This design comes from an exercise in tuning for small area, a short achievable clock period and few clock cycles on the open sky130 flow, not from production work. RTL that was checked went through simulation tests only; none was proved equivalent to the original. Power figures rest on the tool's default switching activity, not on a simulated workload.

==> flow/design.v (excerpt) <==
module kcpsmx(
    output logic [PORT_DEPTH-1:0]   port_id,         
    output logic                    write_strobe,    
    output logic [PORT_WIDTH-1:0]   out_port,        
    output logic                    read_strobe,     
    input        [PORT_WIDTH-1:0]   in_port,         
    input                           interrupt,       
    output logic                    interrupt_ack,   
    input                           reset,           
    input                           clk,             
    output logic [CODE_DEPTH-1:0]   address,         
    input        [CODE_WIDTH-1:0]   instruction      
);
assign interrupt_ack = 1'b0;
logic        rst;                
logic [9:0]  pc;
logic [17:0] ir;
logic        stall;              
logic        byx, byy;           
logic [15:0] selx, sely;         
logic [15:0][7:0] rf;            
logic [63:0][7:0] spr;           
logic [31:0][9:0] stk;           
logic [4:0]  sp;                 
logic [3:0]  sp_hi;              
logic [7:0]  sp_lo;
logic        carry, zero;
logic [7:0]  e_a, e_bx;          
logic [7:0]  e_sd;               
logic [7:0]  e_shi, e_slo;       
logic        e_store;
logic        e_fa, e_fb;         
logic        e_far, e_faf;       
logic        e_fetch;
logic [3:0]  e_dst;
logic        e_regwrite, e_flagwrite;
logic        e_input, e_output, e_reti;
logic        e_sub;
logic [1:0]  e_cin;              
logic        e_sel_add, e_sel_and, e_sel_or, e_sel_xor, e_sel_sh, e_sel_b;
logic        e_test;
logic        e_sdir;
logic [1:0]  e_sop;
logic        e_sconst;
logic [9:0]  e_pushdata;
logic [3:0]  e_phi;              
logic [7:0]  e_plo;
logic [7:0]  res;
logic [3:0]  w_dst;
logic        w_regwrite, w_input, w_flagwrite, w_fetch;
logic [7:0]  fres;               
function automatic logic [4:0] uses(input logic [17:0] i);
    logic [4:0] o;
    logic alu, mem;
    o   = i[17:13];
    alu = (o == AND) | (o == OR) | (o == XOR) | (o == TEST) | (o == COMPARE) |
          (o == ADD) | (o == ADDCY) | (o == SUB) | (o == SUBCY);
    mem = (o == INPUT) | (o == OUTPUT) | (o == FETCH) | (o == STORE);
    uses = {alu | (o == RS) | (o == OUTPUT) | (o == STORE),
  ...
For scale: ~2900 cells after synthesis, about 1200 flip-flops, about 58 I/O pins, about 45000 sq um of cells after synthesis.
Settings: LEC_CHECK=0, ABC_CLOCK_PERIOD_IN_PS=2200, CAP_MARGIN=20, CORE_MARGIN=2, CORE_UTILIZATION=75, CTS_BUF_LIST=sky130_fd_sc_hd__clkbuf_8, SETUP_SLACK_MARGIN=3.5, SLEW_MARGIN=20, TNS_END_PERCENT=30; clock period 6.0 ns.
run.sh (not shown) runs the stock make flow with config.mk's settings and CLKGATE_MAP_FILE= SYNTH_SCRIPT=/design/flow/synth_recipe.tcl, a recipe that flattens the netlist after the stock synthesis.
==> next run, changes <==
--- a/flow/design.v
+++ b/flow/design.v
@@ -108,33 +108,31 @@
     input        [PORT_WIDTH-1:0]   in_port,         
     input                           interrupt,       
     output logic                    interrupt_ack,   
     input                           reset,           
     input                           clk,             
     output logic [CODE_DEPTH-1:0]   address,         
     input        [CODE_WIDTH-1:0]   instruction      
 );
 assign interrupt_ack = 1'b0;
-logic        rst;                
 logic [9:0]  pc;
 logic [17:0] ir;
 logic        stall;              
 logic        byx, byy;           
 logic [15:0] selx, sely;         
 logic [15:0][7:0] rf;            
 logic [63:0][7:0] spr;           
 logic [31:0][9:0] stk;           
 logic [4:0]  sp;                 
 logic [3:0]  sp_hi;              
 logic [7:0]  sp_lo;
 logic        carry, zero;
 logic [7:0]  e_a, e_bx;          
-logic [7:0]  e_sd;               
 logic [7:0]  e_shi, e_slo;       
 logic        e_store;
 logic        e_fa, e_fb;         
 logic        e_far, e_faf;       
 logic        e_fetch;
 logic [3:0]  e_dst;
 logic        e_regwrite, e_flagwrite;
 logic        e_input, e_output, e_reti;
 logic        e_sub;
@@ -159,19 +157,18 @@
           (o == ADD) | (o == ADDCY) | (o == SUB) | (o == SUBCY);
     mem = (o == INPUT) | (o == OUTPUT) | (o == FETCH) | (o == STORE);
     uses = {alu | (o == RS) | (o == OUTPUT) | (o == STORE),
             i[12] & (alu | mem | (o == LOAD)),
             i[12] & mem,
             (o == STORE),
             1'b0};
 endfunction
 assign address = pc;
-always_ff @(posedge clk) rst <= reset;
 wire [4:0] op = ir[17:13];
 wire d_load    = (op == LOAD);
 wire d_input   = (op == INPUT);
 wire d_fetch   = (op == FETCH);
 wire d_and     = (op == AND);
 wire d_or      = (op == OR);
 wire d_xor     = (op == XOR);
 wire d_test    = (op == TEST);
 wire d_cmp     = (op == COMPARE);
@@ -225,19 +222,19 @@
 wire [17:0] nxt = stall ? ir : instruction;
 wire [4:0]  nxt_use = uses(instruction);
 wire stall_nxt = ~stall & (
     (d_input & ((nxt_use[4] & (instruction[11:8] == xa)) |
                 (nxt_use[3] & (instruction[7:4]  == xa)))) |
     (d_regwrite & ((nxt_use[2] & (instruction[7:4]  == xa)) |
                    (nxt_use[1] & (instruction[11:8] == xa)))) |
     (d_fetch & nxt_use[3] & (instruction[7:4] == xa)));
 always_ff @(posedge clk) begin
-    if (rst) begin
+    if (reset) begin
         pc    <= 10'd0;
         ir    <= 18'h02000;      
         sp    <= 5'd31;
         sp_hi <= 4'b1000;
         sp_lo <= 8'b1000_0000;
         stall <= 1'b0;
         byx   <= 1'b0;
         byy   <= 1'b0;
         selx  <= 16'd0;
@@ -258,19 +255,18 @@
             if (d_jmp)       pc <= ir[9:0];
             else if (d_retk) pc <= tos;
             else             pc <= pc_inc;
         end
     end
 end
 always_ff @(posedge clk) begin
     e_a   <= xv;
     e_bx  <= (ir[12] ? yv : ir[7:0]) ^ {8{d_sub | d_subcy | d_cmp}};
-    if (d_store) e_sd <= xv;
     for (int k = 0; k < 8; k++) begin
         e_slo[k] <= (d_saddr[2:0] == k);
         e_shi[k] <= (d_saddr[5:3] == k);
     end
     e_dst <= xa;
     e_fa  <= e_regwrite & (e_dst == xa);
     e_far <= e_regwrite & ~e_fetch & (e_dst == xa);
     e_faf <= e_regwrite &  e_fetch & (e_dst == xa);
     e_fb  <= ir[12] & e_regwrite & (e_dst == ya);
@@ -283,19 +279,19 @@
     e_sel_sh  <= d_rs;
     e_sel_b   <= d_load;
     e_fetch   <= d_fetch;
     e_test    <= d_test;
     e_sdir    <= ir[3];
     e_sop     <= ir[2:1];
     e_sconst  <= ir[0];
     e_pushdata <= pc_inc;        
     for (int k = 0; k < 8; k++) e_plo[k] <= (sp_inc[2:0] == k);
-    if (rst || stall) begin
+    if (reset || stall) begin
         e_regwrite  <= 1'b0;
         e_flagwrite <= 1'b0;
         e_input     <= 1'b0;
         e_output    <= 1'b0;
         e_reti      <= 1'b0;
         e_phi       <= 4'd0;
         e_store     <= 1'b0;
     end else begin
         e_regwrite  <= d_regwrite;
@@ -343,29 +339,29 @@
 wire [7:0] zk    = {orv[6:0], cin};
 wire       z_add = &(xorv ~^ zk);
 wire z_new = (e_sel_add & z_add)       |
              (e_sel_and & ~|andv)      |
              (e_sel_or  & ~|orv)       |
              (e_sel_xor & ~|xorv)      |
              (e_sel_sh  & ~|shres);
 always_ff @(posedge clk) begin
     for (int k = 0; k < 64; k++)
-        if (e_store && e_shi[k / 8] && e_slo[k % 8]) spr[k] <= e_sd;
+        if (e_store && e_shi[k / 8] && e_slo[k % 8]) spr[k] <= e_a;      
     for (int k = 0; k < 32; k++)
         if (e_phi[k / 8] && e_plo[k % 8]) stk[k] <= e_pushdata;
 end
 always_ff @(posedge clk) begin
     res      <= result;
     fres     <= scr;
     w_dst    <= e_dst;
     port_id  <= e_bx;
     out_port <= a;
-    if (rst) begin
+    if (reset) begin
         carry        <= 1'b0;
         zero         <= 1'b0;
         w_regwrite   <= 1'b0;
         w_input      <= 1'b0;
         w_fetch      <= 1'b0;
         w_flagwrite  <= 1'b0;
         read_strobe  <= 1'b0;
         write_strobe <= 1'b0;
     end else begin
- worst hold slack is about the same
- worst setup slack gains 0.010 ns
- final cell count goes up by 0.46%
- flip-flop and latch count fell by 9
- fmax goes up by 0.41%
- via count increases by 2.4%
- clock skew is about the same
No functional check of the RTL was part of any run of this note.

## run 1
kcpsmx, a different RTL version from the one above (not shown whole).
Size in the first run: about 3000 cells after synthesis, roughly 1200 flip-flops, about 45000 µm² of cells after synthesis.
Design kcpsmx, start of the top module:
module kcpsmx(
    output logic [PORT_DEPTH-1:0]   port_id,         
    output logic                    write_strobe,    
    output logic [PORT_WIDTH-1:0]   out_port,        
    output logic                    read_strobe,     
    input        [PORT_WIDTH-1:0]   in_port,         
    input                           interrupt,       
    output logic                    interrupt_ack,   
    input                           reset,           
    input                           clk,             
    output logic [CODE_DEPTH-1:0]   address,         
    input        [CODE_WIDTH-1:0]   instruction      
);
clock: 6.0 ns
lec_check: 0
cap_margin: 20
core_margin: 2
core_utilization: 75
cts_buf_list: sky130_fd_sc_hd__clkbuf_8
setup_slack_margin: 3.7
slew_margin: 20
tns_end_percent: 30
Testbench counts of run 1, summed over its fixed seeds: cycles 296,972.
The following lists how run 2 was set up differently from run 1:
--- a/flow/design.v
+++ b/flow/design.v
@@ -352,19 +352,19 @@
         if (e_phi[k / 8] && e_plo[k % 8]) stk[k] <= e_pushdata;
 end
 always_ff @(posedge clk) begin
     res      <= result;
     fres     <= scr;
     w_dst    <= e_dst;
+    w_input  <= e_input;         
     port_id  <= e_bx;
     out_port <= a;
     if (reset) begin
         carry        <= 1'b0;
         zero         <= 1'b0;
         w_regwrite   <= 1'b0;
-        w_input      <= 1'b0;
         w_fetch      <= 1'b0;
         w_flagwrite  <= 1'b0;
         read_strobe  <= 1'b0;
         write_strobe <= 1'b0;
     end else begin
         if (e_flagwrite) begin
@@ -372,13 +372,12 @@
             zero  <= z_new;
         end else if (e_reti && !w_flagwrite) begin
             carry <= 1'b0;
             zero  <= 1'b0;
         end
         w_regwrite   <= e_regwrite;
-        w_input      <= e_input;
         w_fetch      <= e_fetch;
         w_flagwrite  <= e_flagwrite;
         read_strobe  <= e_input;
         write_strobe <= e_output;
     end
 end
Findings:
Taking run 1 as the reference, in run 2 critical path arrival neither gained nor lost much, power neither gained nor lost much, cell count neither gained nor lost much. Going from run 1 to run 2, the relative contribution of sequential cells to total power was found to have gone up by 0.2 points. As far as starting density of the core is concerned, run 1 and run 2 perform about the same. Run 2 against run 1: depth of the worst register-to-register path up 1, count of instances resized after the clock tree is built up 2.2%. Higher worst slack after detailed placement was reported by run 1, not run 2. From run 1 to run 2 the numbers moved as follows: sequential power shows no meaningful change; non-clock buffer count shows an increase of 11. For post-synthesis register bit count, run 2 and run 1 come out practically identical. The share of the core filled with cells in the final layout on run 1 is in line with that on run 2. On run 2: hold slack is 0.067 ns lower than what run 1 gave. As far as fraction of the mapped netlist area in compound gates is concerned, run 1 and run 2 perform about the same.
Only the layout flow was run in run 2; the RTL was not checked for function there.

Another version of the RTL of kcpsmx (not shown whole).
Size in the first run: about 58 I/O pins, about 44000 µm² of cells after synthesis.
make LEC_CHECK=0 ABC_CLOCK_PERIOD_IN_PS=2200 CAP_MARGIN=20 CORE_MARGIN=2 CORE_UTILIZATION=75 CTS_BUF_LIST=sky130_fd_sc_hd__clkbuf_8 SETUP_SLACK_MARGIN=3.5 SLEW_MARGIN=20 TNS_END_PERCENT=30 finish   # period 6.0 ns
==> next run, changes <==
--- a/flow/design.v
+++ b/flow/design.v
@@ -136,20 +136,23 @@
 logic [3:0]  e_dst;
 logic        e_regwrite, e_flagwrite;
 logic        e_input, e_output, e_reti;
 logic        e_sub;
 logic [1:0]  e_cin;              
 logic        e_sel_add, e_sel_and, e_sel_or, e_sel_xor, e_sel_sh, e_sel_b;
 logic        e_test;
 logic        e_sdir;
 logic [1:0]  e_sop;
 logic        e_sconst;
+logic [9:0]  e_pushdata;
+logic [3:0]  e_phi;              
+logic [7:0]  e_plo;
 logic [7:0]  res;
 logic [3:0]  w_dst;
 logic        w_regwrite, w_input, w_flagwrite, w_fetch;
 logic [7:0]  fres;               
 function automatic logic [4:0] uses(input logic [17:0] i);
     logic [4:0] o;
     logic alu, mem;
     o   = i[17:13];
     alu = (o == AND) | (o == OR) | (o == XOR) | (o == TEST) | (o == COMPARE) |
           (o == ADD) | (o == ADDCY) | (o == SUB) | (o == SUBCY);
@@ -185,26 +188,20 @@
 wire d_regwrite  = d_load | d_input | d_fetch | d_and | d_or | d_xor |
                    d_add | d_addcy | d_sub | d_subcy | d_rs;
 wire d_flagwrite = d_and | d_or | d_xor | d_test | d_arith | d_rs;
 wire cond_ok = ~ir[12] | (ir[11] ? (carry ^ ir[10]) : (zero ^ ir[10]));
 wire d_jmp  = (d_jump | d_call) & cond_ok;
 wire d_retk = (d_ret & cond_ok) | d_reti;
 wire d_push = d_call & cond_ok;
 wire [9:0] pc_inc = pc + 10'd1;
 wire [4:0] sp_inc = sp + 5'd1;
 wire [4:0] sp_nxt = stall ? sp : d_push ? sp_inc : d_retk ? sp - 5'd1 : sp;
-wire [7:0] push_lo = {sp_lo[6:0], sp_lo[7]};
-wire [3:0] push_hi = sp_lo[7] ? {sp_hi[2:0], sp_hi[3]} : sp_hi;
-always_ff @(posedge clk) begin
-    for (int k = 0; k < 32; k++)
-        if (d_push && push_hi[k / 8] && push_lo[k % 8]) stk[k] <= pc_inc;
-end
 logic [9:0] tos;
 always_comb begin
     logic [9:0] grp;
     tos = 10'd0;
     for (int g = 0; g < 4; g++) begin
         grp = 10'd0;
         for (int j = 0; j < 8; j++) grp = grp | (stk[8 * g + j] & {10{sp_lo[j]}});
         tos = tos | (grp & {10{sp_hi[g]}});
     end
 end
@@ -281,33 +278,37 @@
     e_sel_and <= d_and | d_test;
     e_sel_or  <= d_or;
     e_sel_xor <= d_xor;
     e_sel_sh  <= d_rs;
     e_sel_b   <= d_load;
     e_fetch   <= d_fetch;
     e_test    <= d_test;
     e_sdir    <= ir[3];
     e_sop     <= ir[2:1];
     e_sconst  <= ir[0];
+    e_pushdata <= pc_inc;        
+    for (int k = 0; k < 8; k++) e_plo[k] <= (sp_inc[2:0] == k);
     if (reset || stall) begin
         e_regwrite  <= 1'b0;
         e_flagwrite <= 1'b0;
         e_input     <= 1'b0;
         e_output    <= 1'b0;
         e_reti      <= 1'b0;
+        e_phi       <= 4'd0;
         e_store     <= 1'b0;
     end else begin
         e_regwrite  <= d_regwrite;
         e_flagwrite <= d_flagwrite;
         e_input     <= d_input;
         e_output    <= d_output;
         e_reti      <= d_reti;
+        for (int k = 0; k < 4; k++) e_phi[k] <= d_push & (sp_inc[4:3] == k);
         e_store     <= d_store;
     end
 end
 wire [7:0] a  = ({8{e_far}} & res) | ({8{e_faf}} & fres) | ({8{~e_fa}} & e_a);
 wire [7:0] bx = e_fb ? (res ^ {8{e_sub}}) : e_bx;
 wire [7:0] b  = bx;              
 wire       cin = e_cin[1] ? (carry ^ e_cin[0]) : e_cin[0];
 wire [9:0] sum2 = {1'b0, a, 1'b1} + {1'b0, bx, cin};
 wire [8:0] sum  = sum2[9:1];
 wire sbit = (e_sop == 2'b10) ? a[0] :
@@ -340,20 +341,22 @@
 wire [7:0] zk    = {orv[6:0], cin};
 wire       z_add = &(xorv ~^ zk);
 wire z_new = (e_sel_add & z_add)       |
              (e_sel_and & ~|andv)      |
              (e_sel_or  & ~|orv)       |
              (e_sel_xor & ~|xorv)      |
              (e_sel_sh  & ~|shres);
 always_ff @(posedge clk) begin
     for (int k = 0; k < 64; k++)
         if (e_store && e_shi[k / 8] && e_slo[k % 8]) spr[k] <= e_sd;
+    for (int k = 0; k < 32; k++)
+        if (e_phi[k / 8] && e_plo[k % 8]) stk[k] <= e_pushdata;
 end
 always_ff @(posedge clk) begin
     res      <= result;
     fres     <= scr;
     w_dst    <= e_dst;
     port_id  <= e_bx;
     out_port <= a;
     if (reset) begin
         carry        <= 1'b0;
         zero         <= 1'b0;
After rerunning: Utilization fell by 0.29 points; worst hold slack gets better by 20 ps; worst setup slack is better by 56 ps; final area stays flat; sequential power grows slightly; routed wire length is lower by a few percent; count of clock-buffer cells in the layout is lower by 1; total power decreases slightly; first-iteration DRC count rose slightly; clock skew falls by 21 ps; non-clock buffer count drops by 14; flip-flop and latch count grows by 22.
Testbench counts after the change, summed over its fixed seeds: cycles 296,972.
Only the layout flow was run in the first run of this note; the RTL was not checked for function there.

==> afterwards: timing with drivers on the ports <==
How much do the figures lean on ideal ports? The routed layouts below were timed once more, with nothing changed but the port constraints. Step 1, drivers: a clkbuf_16 drives clk and a buf_2 each remaining input, both assumed. Step 2 times the ports against the registers' clock, not the clock port: input delays grow and output delays shrink by t, the midpoint of the rising clock arrivals with the driver on. a / b / c = no drivers / after step 1 / after step 2; a / b = the first two.
| run | shift t [ns] | slack for setup (ns) | worst setup path after step 2 | cell pins on the clock port's net |
|---|---|---|---|---|
| the first run of note 1 | 0.893 | 3.454 / 3.390 / 2.969 | input to register | 1 |
| the second run of note 1 | 0.899 | 3.464 / 3.400 / 2.758 | input to register | 1 |
| run 1 | 0.869 | 3.510 / 3.450 / 2.947 | input to register | 1 |
| run 2 | 0.879 | 3.505 / 3.439 / 2.937 | input to register | 1 |
| the first run of note 3 | 0.889 | 3.420 / 3.395 / 2.917 | input to register | 1 |
| the second run of note 3 | 0.868 | 3.477 / 3.420 / 2.733 | input to register | 1 |
After both steps every run listed still meets setup and hold. For the second run of note 3, which loses most, drivers alone change the setup slack by -0.057 ns; drivers and shift together by -0.744 ns.
